Context: an optimization exercise on an open-source flow, tuned for small area and a short achievable clock period. The choices shown serve that exercise and are no tape-out recipe. At most, simulation tests tie the RTL to the original design; equivalence was not proved.

// ks_vandana_fp_div
module ks_vandana_fp_div(
	a1,
	b1,
	c,
	clk
);
	input wire [31:0] a1;
	input wire [31:0] b1;
	input wire clk;
	output wire [31:0] c;
	localparam integer K1 = 3;
	wire        sc0 = a1[31] ^ b1[31];
	wire [7:0]  e0  = (a1[30:23] - b1[30:23]) + 8'd127;
	wire        q1  = a1[22] | ~b1[22];
	wire [26:0] ys [2:13];
	wire [26:0] yc [2:13];
	wire [23:0] mbv [1:13];
	wire [2:0]  dig [2:13];    
	wire [24:0] vs, vc;        
	assign mbv[1] = {1'b1, b1[22:0]};
	assign ys[2] = {2'b00, 1'b1, a1[22:0], q1};
	assign yc[2] = q1 ? ~{1'b0, 1'b1, b1[22:0], 2'b00} : 27'd0;
	reg        sc1, sc2;
	reg [7:0]  e1, e2;
	reg [22:0] mb1;
	reg [26:0] ys1, yc1;
	reg [24:0] vs2, vc2;
	reg        q1_1, q1_2;
	reg [3*K1-1:3] dg1;         
	reg [35:0] dg2;             
	genvar j;
	generate
		for (j = 2; j <= 13; j = j + 1) begin : step
			wire [26:0] s_in, c_in;
			wire [23:0] mb;
			if (j == K1 + 1) begin : from1
				assign s_in = ys1;
				assign c_in = yc1;
				assign mb = {1'b1, mb1};
			end else begin : direct
				assign s_in = ys[j];
				assign c_in = yc[j];
				assign mb = mbv[j-1];
			end
			assign mbv[j] = mb;
			wire qpos, two, one;
  ...
Settings: LEC_CHECK=0, CAP_MARGIN=20, CORE_MARGIN=2, CORE_UTILIZATION=40, CTS_BUF_LIST=sky130_fd_sc_hd__clkbuf_8, SLEW_MARGIN=20, SYNTH_HIERARCHICAL=1; clock period 120.0 ns.
run.sh (not shown) runs the stock make flow with config.mk's settings and CLKGATE_MAP_FILE= SYNTH_SCRIPT=/design/flow/synth_recipe.tcl, a recipe that flattens the netlist after the stock synthesis.
The starting point finished with timing, DRC and antenna clean.
Change:
==> flow/flow/run.sh (new file) <==
#!/bin/bash
# The standard layout (standard.sh), with the input and output ports
# buffered by the two-drive buffer cell instead of the flow's default one.
# The full output of the flow goes to flow.log in this folder.
export BUFFER_PORTS_ARGS="-buffer_cell sky130_fd_sc_hd__buf_2"
bash standard.sh > flow.log 2>&1
==> flow/standard.sh (new file) <==
#!/bin/bash
# synth_recipe.tcl (not shown) runs the flow's synth.tcl, then flattens the netlist and writes it again
# the make line also repeats each setting of config.mk as NAME=value (left out here)
make -C /OpenROAD-flow-scripts/flow DESIGN_CONFIG=/design/flow/config.mk WORK_HOME=/design/flow/orfs CLKGATE_MAP_FILE= SYNTH_SCRIPT=/design/flow/synth_recipe.tcl "${@:-finish}"
SLEW_MARGIN = 90   (was 20)
removed: flow/run.sh
This time the run aborted during global routing (5_1_grt), error DPL-0038.
Synthesized area does not change.
Synthesized cell count stays the same.
Change:
SLEW_MARGIN = 70   (was 90)
After rerunning: The new run produced a clean layout. Synthesized cell count does not change. Synthesized area stays the same.
Change:
GPL_TIMING_DRIVEN = 0   (was not set)
SLEW_MARGIN = 20   (was 70)
Synthesized cell count stays the same. Via count went up by 3.6%. Wire length went up by 5.2%. First-iteration DRC count went up by 6.6%. Final cell count went up by 4.2%. Sequential share of layout area went down by 0.12 points. Non-clock buffer count went up by 133.

Another version of the RTL of ks_vandana_fp_div (not shown whole).
Size in the first run: about 180 flip-flops, roughly 97 I/O pins.
Settings: LEC_CHECK=0, CAP_MARGIN=20, CORE_MARGIN=2, CORE_UTILIZATION=40, CTS_BUF_LIST=sky130_fd_sc_hd__clkbuf_8, SLEW_MARGIN=70, SYNTH_HIERARCHICAL=1; clock period 120.0 ns.
standard.sh (not shown) runs the stock make flow with config.mk's settings and CLKGATE_MAP_FILE= SYNTH_SCRIPT=/design/flow/synth_recipe.tcl, a recipe that flattens the netlist after the stock synthesis.
==> flow/flow/run.sh <==
#!/bin/bash
# The standard layout (standard.sh), with the input and output ports
# buffered by the two-drive buffer cell instead of the flow's default one.
# The full output of the flow goes to flow.log in this folder.
export BUFFER_PORTS_ARGS="-buffer_cell sky130_fd_sc_hd__buf_2"
bash standard.sh > flow.log 2>&1
The baseline finished with timing, DRC and antenna clean.
Next try:
==> flow/run.sh (new file) <==
#!/bin/bash
# synth_recipe.tcl (not shown) runs the flow's synth.tcl, then flattens the netlist and writes it again
# the make line also repeats each setting of config.mk as NAME=value (left out here)
make -C /OpenROAD-flow-scripts/flow DESIGN_CONFIG=/design/flow/config.mk WORK_HOME=/design/flow/orfs CLKGATE_MAP_FILE= SYNTH_SCRIPT=/design/flow/synth_recipe.tcl finish
CTS_BUF_LIST = unset   (was sky130_fd_sc_hd__clkbuf_8)
SLEW_MARGIN = 20   (was 70)
removed: flow/flow/run.sh
removed: flow/standard.sh
What happened: The new run produced a clean layout. Hold slack degrades by 4.4 ps. Synthesized cell count does not change. Global-route usage grows by 0.21 points. Area after synthesis is unchanged. Sequential share of layout area goes down by 0.19 points. Design area is lower slightly.
Next try:
==> flow/flow/run.sh (new file) <==
#!/bin/bash
# The standard layout (standard.sh), with the input and output ports
# buffered by the two-drive buffer cell instead of the flow's default one.
# The full output of the flow goes to flow.log in this folder.
export BUFFER_PORTS_ARGS="-buffer_cell sky130_fd_sc_hd__buf_2"
bash standard.sh > flow.log 2>&1
==> flow/standard.sh (new file) <==
#!/bin/bash
# synth_recipe.tcl (not shown) runs the flow's synth.tcl, then flattens the netlist and writes it again
# the make line also repeats each setting of config.mk as NAME=value (left out here)
make -C /OpenROAD-flow-scripts/flow DESIGN_CONFIG=/design/flow/config.mk WORK_HOME=/design/flow/orfs CLKGATE_MAP_FILE= SYNTH_SCRIPT=/design/flow/synth_recipe.tcl "${@:-finish}"
CTS_BUF_LIST = sky130_fd_sc_hd__clkbuf_8   (was unset)
SLEW_MARGIN = 80   (was 20)
removed: flow/run.sh
What happened: Setup slack is better by 1500 ps; design area is higher by a few percent; via count rises slightly; area after synthesis stays the same; critical path depth went up by 12; utilization is higher by 2.9 points; wire length goes up by a few percent; clock-buffer cell count stays the same; clock skew stays flat; cell count grows slightly.
No functional check of the RTL was part of any run of this note.

The RTL this note starts from:
==> flow/design.v <==
module ks_vandana_fp_div(
	a1,
	b1,
	c,
	clk
);
	input wire [31:0] a1;
	input wire [31:0] b1;
	input wire clk;
	output wire [31:0] c;
	localparam integer K1 = 3;
	wire        sc0 = a1[31] ^ b1[31];
	wire [7:0]  e0  = (a1[30:23] - b1[30:23]) + 8'd127;
	wire        q1  = a1[22] | ~b1[22];
	wire [26:0] ys [2:13];
	wire [26:0] yc [2:13];
	wire [23:0] mbv [1:13];
	wire [2:0]  dig [2:13];    
	wire [24:0] vs, vc;        
	assign mbv[1] = {1'b1, b1[22:0]};
	assign ys[2] = {2'b00, 1'b1, a1[22:0], q1};
	assign yc[2] = q1 ? ~{1'b0, 1'b1, b1[22:0], 2'b00} : 27'd0;
	reg        sc1, sc2;
	reg [7:0]  e1, e2;
	reg [22:0] mb1;
	reg [26:0] ys1, yc1;
	reg [24:0] vs2, vc2;
	reg        q1_1, q1_2;
	reg [3*K1-1:3] dg1;         
	reg [35:0] dg2;             
	genvar j;
	generate
		for (j = 2; j <= 13; j = j + 1) begin : step
			wire [26:0] s_in, c_in;
			wire [23:0] mb;
			if (j == K1 + 1) begin : from1
				assign s_in = ys1;
				assign c_in = yc1;
				assign mb = {1'b1, mb1};
			end else begin : direct
				assign s_in = ys[j];
				assign c_in = yc[j];
				assign mb = mbv[j-1];
			end
			assign mbv[j] = mb;
			wire qpos, two, one;
			r4_sel u_sel (.sh(s_in[26:20]), .ch(c_in[26:20]), .di(mb[22:20]),
				.qpos(qpos), .two(two), .one(one));
			wire [2:0] q = {qpos, two, one};
			wire [24:0] so, co;
			wire [24:0] mbl = {1'b0, mb};
			wire [24:0] mbh = {mb, 1'b0};
			genvar i;
			for (i = (j == 2) ? 0 : 2; i < 25; i = i + 1) begin : bt
				wire m = ((one & mbl[i]) | (two & mbh[i])) ^ qpos;
				r4_fa u_fa (.a(s_in[i]), .b(c_in[i]), .ci(m), .s(so[i]), .co(co[i]));
			end
			if (j > 2) begin : blo
				for (i = 0; i < 2; i = i + 1) begin : bl
					wire m = ((one & mbl[i]) | (two & mbh[i])) ^ qpos;
					assign so[i] = m;
					assign co[i] = 1'b0;
				end
			end
			wire [24:0] wc = {co[23:0], qpos};
			assign dig[j] = q;
			if (j < 13) begin : nxt
				assign ys[j+1] = {so, 2'b00};
				assign yc[j+1] = {wc, 2'b00};
			end else begin : last
				assign vs = so;
				assign vc = wc;
			end
		end
	endgenerate
	wire [3*12-1:0] dall;
	generate
		for (j = 2; j <= 13; j = j + 1) begin : gath
			assign dall[3*(13-j)+2:3*(13-j)] = dig[j];
		end
	endgenerate
	always @(posedge clk) begin
		sc1 <= sc0;
		e1 <= e0;
		mb1 <= b1[22:0];
		q1_1 <= q1;
		ys1 <= ys[K1+1];
		yc1 <= yc[K1+1];
		dg1 <= dall[35:36-3*(K1-1)];
		sc2 <= sc1;
		e2 <= e1;
		q1_2 <= q1_1;
		vs2 <= vs;
		vc2 <= vc;
		dg2 <= {dg1, dall[35-3*(K1-1):0]};
	end
	wire [35:0] dq = dg2;
	wire [24:0] qp, qn;
	assign qp[24] = q1_2;
	assign qn[24] = 1'b0;
	generate
		for (j = 2; j <= 13; j = j + 1) begin : conv
			wire [2:0] d = dq[3*(13-j)+2:3*(13-j)];
			assign qp[2*(13-j)+1:2*(13-j)] = d[2] ? d[1:0] : 2'b00;
			assign qn[2*(13-j)+1:2*(13-j)] = d[2] ? 2'b00 : d[1:0];
		end
	endgenerate
	wire [24:0] v = vs2 + vc2;
	wire [24:0] f = qp - qn - {24'd0, v[24]};
	wire [22:0] frac = f[23] ? f[22:0] : {f[21:0], 1'b0};
	wire [7:0]  ex = f[23] ? e2 : e2 - 8'd1;
	assign c = {sc2, ex, frac};
endmodule
module r4_sel(sh, ch, di, qpos, two, one);
input wire [6:0] sh; input wire [6:0] ch; input wire [2:0] di; output wire qpos, two, one;
wire [6:0] e = sh + ch;
wire ge1 = ~e[6] & (e[5] | e[4] | e[3] | (e[2] & (~di[2] | e[1])));
wire ge0 = ~e[6] | (e[5] & e[4] & e[3] & (e[2] | (di[2] ? (e[1] | e[0]) : (e[1] & e[0]))));
reg ge2, gem1;
always @(*) begin
  case (di)
    3'd0: begin ge2 = ~e[6] & (e[5:0] >= 6'd12); gem1 = ~e[6] | (e[5:0] >= 6'd51); end
    3'd1: begin ge2 = ~e[6] & (e[5:0] >= 6'd14); gem1 = ~e[6] | (e[5:0] >= 6'd49); end
    3'd2: begin ge2 = ~e[6] & (e[5:0] >= 6'd15); gem1 = ~e[6] | (e[5:0] >= 6'd48); end
    3'd3: begin ge2 = ~e[6] & (e[5:0] >= 6'd16); gem1 = ~e[6] | (e[5:0] >= 6'd46); end
    3'd4: begin ge2 = ~e[6] & (e[5:0] >= 6'd18); gem1 = ~e[6] | (e[5:0] >= 6'd44); end
    3'd5: begin ge2 = ~e[6] & (e[5:0] >= 6'd20); gem1 = ~e[6] | (e[5:0] >= 6'd44); end
    3'd6: begin ge2 = ~e[6] & (e[5:0] >= 6'd20); gem1 = ~e[6] | (e[5:0] >= 6'd42); end
    3'd7: begin ge2 = ~e[6] & (e[5:0] >= 6'd24); gem1 = ~e[6] | (e[5:0] >= 6'd40); end
  endcase
end
assign qpos = ge1;
assign two = ge2 | ~gem1;
assign one = (ge1 & ~ge2) | (gem1 & ~ge0);
endmodule
module r4_fa(a, b, ci, s, co);
	input wire a;
	input wire b;
	input wire ci;
	output wire s;
	output wire co;
	assign s = a ^ b ^ ci;
	assign co = (a & b) | (a & ci) | (b & ci);
endmodule
clock: 120.0 ns
lec_check: 0
cap_margin: 20
core_margin: 2
core_utilization: 60
place_density: 0.85
slew_margin: 20
synth_hierarchical: 1
run.sh (not shown) runs the stock make flow with config.mk's settings and CLKGATE_MAP_FILE= SYNTH_SCRIPT=/design/flow/synth_recipe.tcl, a recipe that flattens the netlist after the stock synthesis.
Stock flow here: none of the scripts above is used.
Edit:
==> flow/flow/run.sh (new file) <==
#!/bin/bash
# The standard layout (standard.sh), with the input and output ports
# buffered by the two-drive buffer cell instead of the flow's default one.
# The full output of the flow goes to flow.log in this folder.
export BUFFER_PORTS_ARGS="-buffer_cell sky130_fd_sc_hd__buf_2"
bash standard.sh > flow.log 2>&1
==> flow/standard.sh (new file) <==
#!/bin/bash
# synth_recipe.tcl (not shown) runs the flow's synth.tcl, then flattens the netlist and writes it again
# the make line also repeats each setting of config.mk as NAME=value (left out here)
make -C /OpenROAD-flow-scripts/flow DESIGN_CONFIG=/design/flow/config.mk WORK_HOME=/design/flow/orfs CLKGATE_MAP_FILE= SYNTH_SCRIPT=/design/flow/synth_recipe.tcl "${@:-finish}"
Settings changed: CORE_UTILIZATION 60 to 40, CTS_BUF_LIST from default to sky130_fd_sc_hd__clkbuf_8, PLACE_DENSITY 0.85 to default.
removed: flow/run.sh
Die area came out higher by well over a third.
Routed wire length grows by a few percent.
Hold slack degrades by 0.0092 ns.
Setup slack improves by 0.46 ns.
Design area went down slightly.
Non-clock buffer count rose by 2.
Edit:
==> flow/run.sh (new file) <==
#!/bin/bash
# synth_recipe.tcl (not shown) runs the flow's synth.tcl, then flattens the netlist and writes it again
# the make line also repeats each setting of config.mk as NAME=value (left out here)
make -C /OpenROAD-flow-scripts/flow DESIGN_CONFIG=/design/flow/config.mk WORK_HOME=/design/flow/orfs CLKGATE_MAP_FILE= SYNTH_SCRIPT=/design/flow/synth_recipe.tcl finish
Settings changed: ABC_AREA from default to 1, CTS_BUF_LIST sky130_fd_sc_hd__clkbuf_8 to default.
removed: flow/flow/run.sh
removed: flow/standard.sh
The changed run finished clean. Routed wire length went up by about a fifth. Sequential share of layout area came out lower by 1.3 points. Via count grows by about a fifth. Global-route usage increases by 1.7 points. Worst setup slack gets worse by 3.0 ns. Synthesized cell count is higher by well over a third.

## run 1
Starts from the design.v that is shown in full above.
==> flow/config.mk <==
export PLATFORM = sky130hd
export DESIGN_NAME = ks_vandana_fp_div
export DESIGN_NICKNAME = ks_vandana_fp_div
export VERILOG_FILES = /design/flow/design.v
export SDC_FILE = /design/flow/constraint.sdc
export NUM_CORES = 4
export LEC_CHECK = 0
export CAP_MARGIN = 20
export CORE_MARGIN = 2
export CORE_UTILIZATION = 40
export CTS_BUF_LIST = sky130_fd_sc_hd__clkbuf_4 sky130_fd_sc_hd__clkbuf_8
export SLEW_MARGIN = 20
export SYNTH_HIERARCHICAL = 1
==> flow/constraint.sdc <==
create_clock -name core_clock -period 120.0 [get_ports {clk}]
set_input_delay 24.0000 -clock core_clock [delete_from_list [all_inputs] [get_ports {clk}]]
set_output_delay 24.0000 -clock core_clock [all_outputs]
set_load 0.01 [all_outputs]
Stock flow here: none of the scripts above is used.
Here is what was changed in the inputs of run 2 compared with run 1.
Settings: CTS_BUF_LIST removed (was sky130_fd_sc_hd__clkbuf_4 sky130_fd_sc_hd__clkbuf_8).
[summary]
The critical path required time of run 2 falls short of that of run 1 by 40 ps.
For met1 capacity usage during global routing, run 2 and run 1 come out practically identical.
~same maximum fanout along the worst path in run 1 and run 2
[compare] base=run 1 new=run 2: setup slack went up 10 ps; arrival time at the worst endpoint decreased 60 ps.
Here is what was changed in the inputs of run 3 compared with run 2.
==> flow/flow/run.sh (new file) <==
#!/bin/bash
# The standard layout (standard.sh), with the input and output ports
# buffered by the smallest buffer cell instead of the flow's default one.
# The full output of the flow goes to flow.log in this folder.
export BUFFER_PORTS_ARGS="-buffer_cell sky130_fd_sc_hd__buf_1"
bash standard.sh > flow.log 2>&1
==> flow/standard.sh (new file) <==
#!/bin/bash
# synth_recipe.tcl (not shown) runs the flow's synth.tcl, then flattens the netlist and writes it again
# the make line also repeats each setting of config.mk as NAME=value (left out here)
make -C /OpenROAD-flow-scripts/flow DESIGN_CONFIG=/design/flow/config.mk WORK_HOME=/design/flow/orfs CLKGATE_MAP_FILE= SYNTH_SCRIPT=/design/flow/synth_recipe.tcl "${@:-finish}"
removed: flow/run.sh
Findings:
- Run 3: final period demand of the worst path higher than run 2
- Between run 2 and run 3, share of the final layout cell area in multi-input gates increased.
- Going from run 2 to run 3, the first-pass detailed-route iteration total was found to have gone down by 2.
- Between run 2 and run 3, the flow reports average detailed-routed wire length per instance increasing by a few percent.
- Run 3 vs run 2 on non-clock buffer instance count of the final layout: run 3 is the higher one.
- Compared with run 2, run 3 shows a area growth from synthesis to final layout that is 2.5 points lower.
- The share of the final layout cell area in sequential cells number comes out higher for run 3 vs run 2.
- The cell with the largest stage delay on the worst path comes out fa_1 in one run and dfxtp_2 in the other, namely in run 2 and run 3 respectively.
- Run 3 and run 2 ended up with roughly the same transition time of the tightest slew-check pin.
[inputs] run 4 vs run 3
Settings: a change of SLEW_MARGIN from 20 to 0; a change of CAP_MARGIN from 20 to 0.
==> flow/run.sh (new file) <==
#!/bin/bash
# synth_recipe.tcl (not shown) runs the flow's synth.tcl, then flattens the netlist and writes it again
# the make line also repeats each setting of config.mk as NAME=value (left out here)
make -C /OpenROAD-flow-scripts/flow DESIGN_CONFIG=/design/flow/config.mk WORK_HOME=/design/flow/orfs CLKGATE_MAP_FILE= SYNTH_SCRIPT=/design/flow/synth_recipe.tcl finish
removed: flow/flow/run.sh
removed: flow/standard.sh
## What came out
- Global-route usage (run 4 over run 3): decrease, 0.48 points
- For cell count, run 3 and run 4 come out practically identical.
- Between run 3 and run 4, the flow reports placer congestion estimate decreasing by a few percent.

## separate check: timing with driven ports
The flow's constraints put no driver on any port. The routed layouts listed below were extracted and timed again, unchanged, in two steps. Step 1 (the two cells are an assumption about what drives the block):
set clk [get_ports {clk}]
set_driving_cell -lib_cell sky130_fd_sc_hd__clkbuf_16 $clk
set_driving_cell -lib_cell sky130_fd_sc_hd__buf_2 [delete_from_list [all_inputs] $clk]
Step 2 moves the port delays by t, midway between the first and last clock arrival at a register: inputs arrive t later, outputs are due t later. That takes back most of the time a late clock gives input paths. a / b / c = ideal / step 1 / step 2; a / b = the first two.
| run | shift t [ns] | setup WS [ns] | pins driven straight from the clock port |
|---|---|---|---|
| the first run of note 1 | 0.557 | 86.780 / 86.780 / 86.780 | 1 |
| the third run of note 1 | 0.554 | 87.498 / 87.498 / 87.498 | 1 |
| the fourth run of note 1 | 0.552 | 79.294 / 79.294 / 79.294 | 1 |
| the first run of note 2 | 0.539 | 86.231 / 86.231 / 86.231 | 1 |
| the second run of note 2 | 0.498 | 83.211 / 83.211 / 83.211 | 1 |
| the third run of note 2 | 0.543 | 84.738 / 84.738 / 84.738 | 1 |
| the first run of note 3 | 0.492 | 86.485 / 86.485 / 86.485 | 1 |
| the second run of note 3 | 0.554 | 86.940 / 86.940 / 86.940 | 1 |
| the third run of note 3 | 0.528 | 83.902 / 83.902 / 83.902 | 1 |
| run 1 | 0.557 | 86.780 / 86.780 / 86.780 | 1 |
| run 2 | 0.508 | 86.790 / 86.790 / 86.790 | 1 |
| run 3 | 0.513 | 85.782 / 85.782 / 85.782 | 1 |
| run 4 | 0.508 | 86.790 / 86.790 / 86.790 | 1 |
After both steps setup and hold are still met in every run listed.
